This design comes from an exercise in tuning for small area, a short achievable clock period and few clock cycles per item on the open sky130 flow, not from production work.
The RTL was checked by simulation tests, not by an equivalence proof against the original design.

## before
Design mult, start of the top module:
module mult #(
    parameter int INPUT_WIDTH = 32,
    parameter bit IS_SIGNED   = 1'b0
) (
    input logic aclk,
    input logic arst_n,
    input  logic [              1:0] in_tvalid,
    output logic [              1:0] in_tready,
    input  logic [2*INPUT_WIDTH-1:0] in_tdata,
    output logic                     out_tvalid,
    input  logic                     out_tready,
    output logic [2*INPUT_WIDTH-1:0] out_tdata
);
Size in the first run: roughly 2500 cells after synthesis.
Settings: LEC_CHECK=0, ABC_AREA=0, CAP_MARGIN=20, CORE_MARGIN=2, CORE_UTILIZATION=40, PLACE_DENSITY=0.6, SLEW_MARGIN=20, SYNTH_HIERARCHICAL=1; clock period 11.0 ns.
standard.sh (not shown) runs the stock make flow with config.mk's settings and CLKGATE_MAP_FILE= SYNTH_SCRIPT=/design/flow/synth_recipe.tcl, a recipe that flattens the netlist after the stock synthesis.
==> flow/flow/run.sh <==
#!/bin/bash
# The standard layout with three changes to how it is made:
#  - flow/downsize.tcl (before floorplan) sets every combinational cell to the
#    smallest drive strength of its function; the repair steps size up what
#    the placed loads and timing need,
#  - buffers that synthesis inserted are removed at floorplan (the repair
#    steps buffer the placed nets instead),
#  - the timing repair keeps SETUP_SLACK_MARGIN ns of setup slack, so it
#    aims below the clock period.
# make's output goes to flow_make.log; each ORFS step logs under orfs/logs.
set -euo pipefail
here=$(pwd)
bash standard.sh SETUP_SLACK_MARGIN=6.2 REMOVE_ABC_BUFFERS=1 \
  PRE_FLOORPLAN_TCL="$here/flow/downsize.tcl" finish > flow_make.log 2>&1
==> flow/flow/downsize.tcl <==
# Before floorplan: give every combinational cell the smallest drive strength
# of its function, so that repair_design and repair_timing size up only the
# cells that the placed design's loads and timing need. Registers, clock
# buffers, tie cells and physical cells are left as synthesis made them.
set dont_use {}
if {[info exists ::env(DONT_USE_CELLS)]} { set dont_use $::env(DONT_USE_CELLS) }
set db [ord::get_db]
set smallest [dict create]
foreach lib [$db getLibs] {
  foreach m [$lib getMasters] {
    set n [$m getName]
    if {![regexp {^(sky130_fd_sc_hd__[a-z0-9]+)_([0-9]+)$} $n -> base drv]} { continue }
    set skip 0
    foreach pat $dont_use { if {[string match $pat $n]} { set skip 1 } }
    if {$skip} { continue }
    set area [expr {[$m getWidth] * [$m getHeight]}]
    if {![dict exists $smallest $base] || $area < [lindex [dict get $smallest $base] 1]} {
      dict set smallest $base [list $m $area]
    }
  }
}
set swapped 0
foreach inst [[ord::get_db_block] getInsts] {
  set m [$inst getMaster]
  set n [$m getName]
  if {![regexp {^(sky130_fd_sc_hd__([a-z0-9]+))_([0-9]+)$} $n -> base short drv]} { continue }
  if {[regexp {^(df|edf|sdf|dl|clk|conb|tap|fill|decap|diode|lpflow)} $short]} { continue }
  if {![dict exists $smallest $base]} { continue }
  set new [lindex [dict get $smallest $base] 0]
  if {$new ne $m && [$new getName] ne $n} {
    if {[$inst swapMaster $new]} { incr swapped }
  }
}
puts "downsize: $swapped cells set to their smallest drive strength"
before completed; timing, DRC and antenna clean
Testbench counts of before, summed over its fixed seeds: cycles 3,216, items 3,200.
Input-level comparison between after and before:
diff --git a/flow/flow/run.sh b/flow/flow/run.sh
--- a/flow/flow/run.sh
+++ b/flow/flow/run.sh
@@ -2 +2 @@
-# The standard layout with three changes to how it is made:
+# The standard layout with four changes to how it is made:
@@ -7,0 +8 @@
+#  - the port buffers start as buf_1 (repair sizes them up where needed),
@@ -13 +14,2 @@
-bash standard.sh SETUP_SLACK_MARGIN=6.2 REMOVE_ABC_BUFFERS=1 \
+bash standard.sh SETUP_SLACK_MARGIN=6.05 REMOVE_ABC_BUFFERS=1 \
+  "BUFFER_PORTS_ARGS=-buffer_cell sky130_fd_sc_hd__buf_1" \
diff --git a/flow/config.mk b/flow/config.mk
--- a/flow/config.mk
+++ b/flow/config.mk
@@ -11,2 +11,2 @@
-export CORE_UTILIZATION = 40
-export PLACE_DENSITY = 0.6
+export CORE_UTILIZATION = 45
+export PLACE_DENSITY = 0.65
Notes after the runs:
after was carried through to the last stage, and its layout satisfied the timing, DRC and antenna checks.
For the die area, after came in 11% lower than before did.
Routability-driven placement congestion ratio in after is 0.60% lower than in before
Relative to before, antenna diode count increased by 1 in after.
| post-detailed-placement cell area | after vs before | 3.0% lower |

what the ideal ports hide:
No port has a modelled driver above. Below, the same layouts with a new extraction and two added sets of constraints. Step 1 sets driving cells, clkbuf_16 on the clock port and buf_2 on the other inputs (assumed; they add their load-dependent delay and slew). Step 2 also shifts input and output timing later by t, the mid clock arrival at the registers, as if the neighbouring blocks saw the same clock. Three values: ideal, step 1, step 2; two values: the first two.
run	t (ns)	setup slack, ns	worst hold slack (ns)	worst setup path after step 2	latest minus earliest clock arrival (ns)
before	0.544	6.173 / 6.124 / 6.132	0.490 / 0.490 / 0.490	input to output	0.016 / 0.016
after	0.546	6.093 / 6.071 / 6.071	0.509 / 0.509 / 0.509	input to output	0.017 / 0.017
After both steps every run listed still meets setup and hold. For before, which loses most, drivers alone change the setup slack by -0.049 ns; drivers and shift together by -0.041 ns.
